Background: an optimization exercise with open tools, aiming at small area and a short achievable clock period. Do not read the settings as production practice.
The RTL was checked by simulation tests, not by an equivalence proof against the original design.
Power figures rest on the tool's default switching activity, not on a simulated workload.

## SM3_top
module SM3_top
	(
		clk_in,
		reset_n_in,
		SM3_en_in,
		msg_in,
		msg_valid_in,
		is_last_word_in,
		last_word_byte_in,
		sm3_result_out,
		sm3_finished_out
	);
input				clk_in,
					reset_n_in,
					SM3_en_in;
input	[31:0]		msg_in;
input				msg_valid_in;
input				is_last_word_in;
input	[1:0]		last_word_byte_in;
output	[255:0]		sm3_result_out;
output	reg			sm3_finished_out;
localparam [255:0]	IV = {32'h7380166f, 32'h4914b2b9, 32'h172442d7, 32'hda8a0600,
						  32'ha96f30bc, 32'h163138aa, 32'he38dee4d, 32'hb0fb0e4e};
localparam [31:0]	T0 = 32'h79cc4519;
localparam [31:0]	T1 = 32'h7a879d8a;
function [31:0] rotl;
	input [31:0] x;
	input integer n;
	rotl = (x << n) | (x >> (32 - n));
endfunction
function [31:0] add32;
	input [31:0] a;
	input [31:0] b;
	reg [31:0] g, p, pg, pp;
	integer i, d;
	begin
		g = a & b;
		p = a ^ b;
		pg = g;
		pp = p;
		for (d = 1; d < 32; d = d * 2)
			for (i = 31; i >= d; i = i - 1)
				begin
					pg[i] = pg[i] | (pp[i] & pg[i - d]);
					pp[i] = pp[i] & pp[i - d];
				end
		add32 = p ^ {pg[30:0], 1'b0};
	end
endfunction
function [31:0] maj;
	input [31:0] a;
	input [31:0] b;
  ...
clock: 9.5 ns
lec_check: 0
abc_area: 1
cap_margin: 20
core_margin: 2
core_utilization: 60
cts_buf_list: sky130_fd_sc_hd__clkbuf_8
setup_slack_margin: 5
slew_margin: 20
standard.sh (not shown) runs the stock make flow with config.mk's settings and CLKGATE_MAP_FILE= SYNTH_SCRIPT=/design/flow/synth_recipe.tcl, a recipe that flattens the netlist after the stock synthesis.
==> flow/flow/run.sh <==
#!/bin/bash
# Layout flow: the standard ORFS flow (standard.sh, standard synthesis
# unchanged), with two placement/CTS choices changed:
#  - the input and output port buffers are sky130_fd_sc_hd__buf_1 (the
#    smallest buffer) instead of the cell buffer_ports picks by default;
#  - clock tree synthesis adds no dummy loads; its buffers are clkbuf_8.
# The output of the whole run goes to flow_run.log in the work folder; the
# ORFS tools keep their own logs under orfs/logs/.
set -euo pipefail
export BUFFER_PORTS_ARGS="-buffer_cell sky130_fd_sc_hd__buf_1"
export CTS_ARGS="-sink_clustering_enable -repair_clock_nets -dont_use_dummy_load -buf_list sky130_fd_sc_hd__clkbuf_8"
bash standard.sh > flow_run.log 2>&1
Next try:
==> flow/flow/run.sh (replaced) <==
#!/bin/bash
# Layout flow: the standard ORFS flow (standard.sh), with these changes:
#  - synthesis maps the adders with ABC like the rest of the logic
#    (ADDER_MAP_FILE empty: no full/half adder cell extraction); the
#    registers are those of the standard synthesis;
#  - the input and output port buffers are sky130_fd_sc_hd__buf_1 (the
#    smallest buffer) instead of the cell buffer_ports picks by default;
#  - clock tree synthesis adds no dummy loads; its buffers are clkbuf_8.
# The output of the whole run goes to flow_run.log in the work folder; the
# ORFS tools keep their own logs under orfs/logs/.
set -euo pipefail
export ADDER_MAP_FILE=
export BUFFER_PORTS_ARGS="-buffer_cell sky130_fd_sc_hd__buf_1"
export CTS_ARGS="-sink_clustering_enable -repair_clock_nets -dont_use_dummy_load -buf_list sky130_fd_sc_hd__clkbuf_8"
bash standard.sh > flow_run.log 2>&1
Settings changed: ABC_AREA 1 to not set, SETUP_SLACK_MARGIN 5 to 3.5.
The changed run went through all stages and came out clean.
Non-clock buffer count rises by 3.
Via count is lower by 11%.
Hold slack gets better by 40 ps.
Worst setup slack loses 1500 ps.
Power goes down by 4.9%.
Register-to-register slack gets worse by 1500 ps.
Clock power falls by about 2%.
Synthesized cell count went down by 13%.
Next try:
==> flow/flow/run.sh (replaced) <==
#!/bin/bash
# Layout flow: the standard ORFS flow (standard.sh, standard synthesis
# unchanged), with two placement/CTS choices changed:
#  - the input and output port buffers are sky130_fd_sc_hd__buf_1 (the
#    smallest buffer) instead of the cell buffer_ports picks by default;
#  - clock tree synthesis adds no dummy loads; its buffers are clkbuf_8.
# The output of the whole run goes to flow_run.log in the work folder; the
# ORFS tools keep their own logs under orfs/logs/.
set -euo pipefail
export BUFFER_PORTS_ARGS="-buffer_cell sky130_fd_sc_hd__buf_1"
export CTS_ARGS="-sink_clustering_enable -repair_clock_nets -dont_use_dummy_load -buf_list sky130_fd_sc_hd__clkbuf_8"
bash standard.sh > flow_run.log 2>&1
Settings changed: ABC_AREA set to 1, CORE_UTILIZATION 60 to 70, SETUP_SLACK_MARGIN 3.5 to 4.5.
Effect:
- total power rises by 3.5%
- clock skew rises by 69 ps
- clock power rises by about 3%
Next try:
Settings changed: CORE_UTILIZATION 70 to 60, SETUP_SLACK_MARGIN 4.5 to 4.
=>
- The new run completed without violations
- area after synthesis is unchanged
- global-route usage falls by 11 points
- worst setup slack got worse by 170 ps
- cell area decreases by 2.6%
- power decreases by about 4.7%
- clock skew goes down by 35 ps
- die area rose by 16%
- via count came out lower by 9.1%
- clock-buffer cell count goes up by 3
- non-clock buffer count is lower by 57
Next try:
Settings changed: SETUP_SLACK_MARGIN 4 to 4.5.
What happened: Via count went up by 2.1%; area after synthesis does not change; die area is unchanged; power increases by 2.7%; first-iteration DRC count goes up by 11%.

* * *

maple:
Another version of the RTL of SM3_top (not shown whole).
Size in the first run: ~4700 cells after synthesis, roughly 1100 flip-flops, ~300 I/O pins, about 49000 um2 of cells after synthesis.
// SM3_top
module SM3_top
	(
		clk_in,
		reset_n_in,
		SM3_en_in,
		msg_in,
		msg_valid_in,
		is_last_word_in,
		last_word_byte_in,
		sm3_result_out,
		sm3_finished_out
	);
clock: 9.5 ns
lec_check: 0
cap_margin: 20
core_margin: 2
core_utilization: 60
cts_buf_list: sky130_fd_sc_hd__clkbuf_8
setup_slack_margin: 3.5
slew_margin: 20
==> flow/flow/run.sh <==
#!/bin/bash
# Layout flow: the standard ORFS flow (standard.sh, standard synthesis
# unchanged), with two placement/CTS choices changed:
#  - the input and output port buffers are sky130_fd_sc_hd__buf_1 (the
#    smallest buffer) instead of the cell buffer_ports picks by default;
#  - clock tree synthesis adds no dummy loads; its buffers are clkbuf_8.
# The output of the whole run goes to flow_run.log in the work folder; the
# ORFS tools keep their own logs under orfs/logs/.
set -euo pipefail
export BUFFER_PORTS_ARGS="-buffer_cell sky130_fd_sc_hd__buf_1"
export CTS_ARGS="-sink_clustering_enable -repair_clock_nets -dont_use_dummy_load -buf_list sky130_fd_sc_hd__clkbuf_8"
bash standard.sh > flow_run.log 2>&1
For lagoon, these inputs were changed with respect to maple:
- CORE_UTILIZATION: 60 -> 40
- CTS_BUF_LIST: sky130_fd_sc_hd__clkbuf_8 -> unset
- SETUP_SLACK_MARGIN: 3.5 -> unset
==> flow/run.sh (new file) <==
#!/bin/bash
# synth_recipe.tcl (not shown) runs the flow's synth.tcl, then flattens the netlist and writes it again
# the make line also repeats each setting of config.mk as NAME=value (left out here)
make -C /OpenROAD-flow-scripts/flow DESIGN_CONFIG=/design/flow/config.mk WORK_HOME=/design/flow/orfs CLKGATE_MAP_FILE= SYNTH_SCRIPT=/design/flow/synth_recipe.tcl finish
removed: flow/flow/run.sh
removed: flow/standard.sh
[summary]
lagoon — worst setup slack for register-to-register paths 1730 ps lower, maple as reference. Of maple and lagoon, the run reporting the higher total non-filler cell area in the finished layout was lagoon. Max power density over cell area across maple and lagoon: lagoon. Delta (lagoon minus maple): area after synthesis about even, setup slack of the critical path after layout decreased 1730 ps. Share of cell area taken by flip-flops and latches delta for lagoon relative to maple: 1.6 points lower.
Setup changes, lagoon to tundra
- CTS_BUF_LIST: unset -> sky130_fd_sc_hd__clkbuf_8
- SETUP_SLACK_MARGIN: unset -> 5
- CORE_UTILIZATION: 40 -> 60
[summary]
tundra: done, clean on timing, DRC and antenna
What lagoon reported for non-clock buffer count has to be multiplied by 1.2 to get the figure for tundra.
Between tundra and lagoon, part of the power in the clock network is lower for tundra, lagoon comes in above that.
Origin of the worst setup path: ra[21] -> lagoon, ra[22] -> tundra
Re relative contribution of combinational cells to total power: tundra is 5.2 points up on lagoon.
For lagoon, the slowest stage cell on the critical path was sky130_fd_sc_hd__nor3_1, unlike tundra, where it was sky130_fd_sc_hd__fa_1.
From lagoon to tundra the numbers moved as follows: share of the clock period used by the worst path after layout shrank by 17 points; total clock buffers created by CTS grew by about 50%; total power consumption of the routed design grew by about 0.9%; critical path depth held steady; growth of design area from synthesis to finish grew by 5.6 points.
## Diff of input files: sierra against tundra
- clearing SETUP_SLACK_MARGIN, which used to be 5
### Flow results
In the tables for tundra and sierra, share of power burned in the clock network reads higher with sierra.
In sierra, the final routed wirelength across all metal layers came out 6.1% below the value in tundra.
The clock period minus worst slack in sierra sits 1400 ps above the value recorded for tundra.
Delta (sierra minus tundra): count of cells resized by post-cts repair down 495, number of instances in the synthesized netlist flat, maximum number of buffers from clock root to sink held, count of routing violations after the opening detailed-route iteration now smaller, detailed-route via count lower.
Between tundra and sierra, the cell count went down.
Delta(logic gate share of total power, sierra - tundra) < 0

* * *

## P
SM3_top again, from the RTL that the note above started with.
make LEC_CHECK=0 ABC_AREA=1 CAP_MARGIN=20 CORE_MARGIN=2 CORE_UTILIZATION=60 CTS_BUF_LIST=sky130_fd_sc_hd__clkbuf_8 SETUP_SLACK_MARGIN=3.5 SLEW_MARGIN=20 finish   # period 9.5 ns
run.sh (not shown) runs the stock make flow with config.mk's settings and CLKGATE_MAP_FILE= SYNTH_SCRIPT=/design/flow/synth_recipe.tcl, a recipe that flattens the netlist after the stock synthesis.
Stock flow here: none of the scripts above is used.
Input-level comparison between Q and P:
- changing SETUP_SLACK_MARGIN from 3.5 to 2.5
- removing ABC_AREA (formerly 1)
Findings:
No run among P and Q stopped early or left any final violation; all are clean. Relative to P, Q degrades setup slack on the worst flop-to-flop path. Max post-synthesis compound-gate area fraction across P and Q: P. Taking P as the reference, in Q first-iteration DRC count went down; number of non-clock inverters in the layout fell by 66%. P vs Q, source of the critical timing path: slow$_SDFF_PN0_ vs re[11]$_DFF_P_.

[separate check: timing with driven ports]
Ports are ideal in the flow. The routed layouts listed here were re-timed in OpenROAD. Step 1: set_driving_cell puts a clkbuf_16 on clk_in and a buf_2 on each other input, an assumption about the parent block. Step 2 also shifts input and output timing later by t, the mid clock arrival at the registers, as if the neighbouring blocks saw the same clock. a / b / c = ideal ports / drivers / drivers and shift; a / b = the first two.
| run | shift t [ns] | setup slack, ns | latest minus earliest clock arrival (ns) | worst register clock-pin slew, ns | worst data-port slew with drivers (ns) |
|---|---|---|---|---|---|
| the first run of note 1 | 0.912 | 4.487 / 4.487 / 4.487 | 0.159 / 0.159 | 0.07 / 0.07 | 0.04 |
| the second run of note 1 | 0.909 | 2.940 / 2.940 / 2.918 | 0.101 / 0.101 | 0.07 / 0.07 | 0.05 |
| the third run of note 1 | 0.897 | 4.298 / 4.298 / 4.298 | 0.175 / 0.176 | 0.09 / 0.09 | 0.04 |
| the fourth run of note 1 | 0.897 | 4.130 / 4.130 / 4.130 | 0.136 / 0.136 | 0.07 / 0.07 | 0.04 |
| the fifth run of note 1 | 0.900 | 4.491 / 4.491 / 4.491 | 0.132 / 0.132 | 0.07 / 0.07 | 0.04 |
| maple | 0.884 | 3.126 / 3.126 / 3.126 | 0.114 / 0.113 | 0.07 / 0.07 | 0.05 |
| lagoon | 0.806 | 1.392 / 1.392 / 1.392 | 0.074 / 0.074 | 0.07 / 0.07 | 0.05 |
| tundra | 0.914 | 3.019 / 3.019 / 3.019 | 0.064 / 0.064 | 0.07 / 0.07 | 0.06 |
| sierra | 0.893 | 1.618 / 1.618 / 1.618 | 0.072 / 0.073 | 0.07 / 0.07 | 0.04 |
| P | 0.972 | 3.567 / 3.562 / 3.567 | 0.051 / 0.051 | 0.08 / 0.08 | 0.16 |
| Q | 0.898 | 2.603 / 2.603 / 2.603 | 0.068 / 0.068 | 0.07 / 0.07 | 0.04 |
After both steps setup and hold are still met in every run listed. The setup slack of the second run of note 1, which loses most, moves by 0.000 ns with the drivers and by -0.022 ns with both steps.
